From an optimization exercise on the open Yosys and OpenROAD flow, aimed at small area; shortcuts taken in it are not production practice.
Function was checked by simulation only, so behaviour that the tests miss may differ from the original.
No activity file was given, so power comes from the tool's default toggle rates.

==> job 8259: inputs <==
Design spi_oled, start of the top module:
module spi_oled(
	input  clk,
	input  rst_n,
	output oled_cs,
	output oled_sck,
	output oled_rst,
	output oled_dc,
	output oled_mosi
);
export LEC_CHECK = 0
export CAP_MARGIN = 20
export CORE_MARGIN = 2
export CORE_UTILIZATION = 40
export SLEW_MARGIN = 20
export SYNTH_MEMORY_MAX_BITS = 16384
create_clock -name core_clock -period 10.0 [get_ports {clk}]
standard.sh (not shown) runs the stock make flow with config.mk's settings and CLKGATE_MAP_FILE= SYNTH_SCRIPT=/design/flow/synth_recipe.tcl, a recipe that flattens the netlist after the stock synthesis.
==> flow/flow/run.sh <==
#!/bin/bash
# Layout flow: the standard synthesis, then the combinational logic between the
# (untouched) flip-flops is re-optimised for area with ABC's deepsyn and checked
# equivalent, then the standard ORFS flow continues from the new netlist.
set -euo pipefail
W=$PWD
R=$W/orfs/results/$FLOW_PLATFORM/spi_oled/base
YOSYS=$(command -v yosys || echo "$FLOW_HOME/../tools/install/yosys/bin/yosys")
LIB=$FLOW_HOME/platforms/$FLOW_PLATFORM/lib/sky130_fd_sc_hd__tt_025C_1v80.lib

# 1. standard synthesis (same registers, names and cell types as the standard flow's)
bash standard.sh "$R/1_2_yosys.v" > $W/flow_synth.log 2>&1
cp "$R/1_2_yosys.v" "$W/1_2_yosys.standard.v"

# 2. area re-optimisation of the logic between the flip-flops
DU=""
for c in $(cat $W/flow/dont_use.txt); do DU="$DU -dont_use $c"; done
for f in post check; do
  sed -e "s#@LIB@#$LIB#g" -e "s#@IN@#$W/1_2_yosys.standard.v#g" -e "s#@OUT@#$W/1_2_yosys.post.v#g" \
      -e "s#@DU@#$DU#g" -e "s#@ABC@#$W/flow/deep.abc#g" $W/flow/$f.ys > $W/$f.ys
done
if "$YOSYS" -s $W/post.ys > $W/flow_post_synth.log 2>&1 && \
   "$YOSYS" -s $W/check.ys > $W/flow_post_check.log 2>&1; then
  cp $W/1_2_yosys.post.v "$R/1_2_yosys.v"
  touch "$R/1_2_yosys.v"
else
  echo "post-synthesis optimisation failed; keeping the standard netlist"
fi

# 3. the rest of the standard flow, from the new netlist
bash standard.sh > $W/flow_layout.log 2>&1
==> flow/flow/check.ys <==
# the new netlist must be well formed and do what the standard synthesis does
read_liberty -lib @LIB@
read_verilog @OUT@
hierarchy -top spi_oled
check -assert
design -reset
read_liberty -ignore_miss_func @LIB@
read_verilog @IN@
rename spi_oled gold
read_verilog @OUT@
rename spi_oled gate
flatten gold gate
delete t:$scopeinfo
opt_clean
rename -hide w:_*
opt_clean
equiv_make gold gate equiv
hierarchy -top equiv
equiv_simple -seq 2
equiv_induct
equiv_status -assert
==> flow/flow/deep.abc <==
strash
&get -n
&deepsyn -T 60
&put
&get -n
&dch -f
&nf -R 1000
&put
topo
==> flow/flow/dont_use.txt <==
sky130_fd_sc_hd__lpflow_bleeder_1 sky130_fd_sc_hd__lpflow_clkbufkapwr_1 sky130_fd_sc_hd__lpflow_clkbufkapwr_16 sky130_fd_sc_hd__lpflow_clkbufkapwr_2 sky130_fd_sc_hd__lpflow_clkbufkapwr_4 sky130_fd_sc_hd__lpflow_clkbufkapwr_8 sky130_fd_sc_hd__lpflow_clkinvkapwr_1 sky130_fd_sc_hd__lpflow_clkinvkapwr_16 sky130_fd_sc_hd__lpflow_clkinvkapwr_2 sky130_fd_sc_hd__lpflow_clkinvkapwr_4 sky130_fd_sc_hd__lpflow_clkinvkapwr_8 sky130_fd_sc_hd__lpflow_decapkapwr_12 sky130_fd_sc_hd__lpflow_decapkapwr_3 sky130_fd_sc_hd__lpflow_decapkapwr_4 sky130_fd_sc_hd__lpflow_decapkapwr_6 sky130_fd_sc_hd__lpflow_decapkapwr_8 sky130_fd_sc_hd__lpflow_inputiso0n_1 sky130_fd_sc_hd__lpflow_inputiso0p_1 sky130_fd_sc_hd__lpflow_inputiso1n_1 sky130_fd_sc_hd__lpflow_inputiso1p_1 sky130_fd_sc_hd__lpflow_inputisolatch_1 sky130_fd_sc_hd__lpflow_isobufsrc_1 sky130_fd_sc_hd__lpflow_isobufsrc_16 sky130_fd_sc_hd__lpflow_isobufsrc_2 sky130_fd_sc_hd__lpflow_isobufsrc_4 sky130_fd_sc_hd__lpflow_isobufsrc_8 sky130_fd_sc_hd__lpflow_isobufsrckapwr_16 sky130_fd_sc_hd__lpflow_lsbuf_lh_hl_isowell_tap_1 sky130_fd_sc_hd__lpflow_lsbuf_lh_hl_isowell_tap_2 sky130_fd_sc_hd__lpflow_lsbuf_lh_hl_isowell_tap_4 sky130_fd_sc_hd__lpflow_lsbuf_lh_isowell_4 sky130_fd_sc_hd__lpflow_lsbuf_lh_isowell_tap_1 sky130_fd_sc_hd__lpflow_lsbuf_lh_isowell_tap_2 sky130_fd_sc_hd__lpflow_lsbuf_lh_isowell_tap_4 sky130_fd_sc_hd__probe_p_8 sky130_fd_sc_hd__probec_p_8 
==> flow/flow/post.ys <==
read_liberty -ignore_miss_func @LIB@
read_verilog @IN@
hierarchy -top spi_oled
setattr -mod -set keep_hierarchy 1 sky130_fd_sc_hd__df*
flatten
delete t:$scopeinfo
opt -purge
abc -script @ABC@ -liberty @LIB@ @DU@
opt_clean -purge
hilomap -singleton -hicell sky130_fd_sc_hd__conb_1 HI -locell sky130_fd_sc_hd__conb_1 LO
insbuf -buf sky130_fd_sc_hd__buf_1 A X
select -module spi_oled
stat -liberty @LIB@
write_verilog -noattr -nohex -nodec -selected @OUT@
==> job 4494 (differences from job 8259) <==
==> flow/flow/run.sh (replaced) <==
#!/bin/bash
set -e
bash standard.sh > standard.log 2>&1
removed: flow/flow/check.ys
removed: flow/flow/deep.abc
removed: flow/flow/dont_use.txt
removed: flow/flow/post.ys
==> notes <==
- Sequential cell count is the same in job 8259 and job 4494.
- In job 4494 the die area is higher than in job 8259, by about 70%.
- Hold slack: job 4494 is higher than job 8259 (29 ps).
- Synthesized cell count: job 4494 is higher than job 8259 (61%).
- In sequential power, job 8259 and job 4494 hardly differ.
- Of job 4494 and job 8259, job 8259 has the higher fmax (gap 4.2%, measured against job 8259).

re-timing with driven ports:
No port has a modelled driver above. Below, the same layouts with a new extraction and two added sets of constraints.
Step 1, drivers: a clkbuf_16 drives clk and a buf_2 each remaining input, both assumed.
Step 2 moves the port delays by t, midway between the first and last clock arrival at a register: inputs arrive t later, outputs are due t later. That takes back most of the time a late clock gives input paths.
Three values: no drivers, after step 1, after step 2; two values: the first two.
run | shift t [ns] | setup WS [ns] | worst hold slack (ns) | latest minus earliest clock arrival (ns) | slew at the worst register clock pin (ns)
job 8259 | 0.289 | 3.725 / 3.700 / 3.989 | 0.534 / 0.534 / 0.534 | 0.001 / 0.001 | 0.08 / 0.08
job 4494 | 0.278 | 3.450 / 3.428 / 3.706 | 0.563 / 0.563 / 0.563 | 0.002 / 0.002 | 0.07 / 0.07
After both steps every run listed still meets setup and hold.
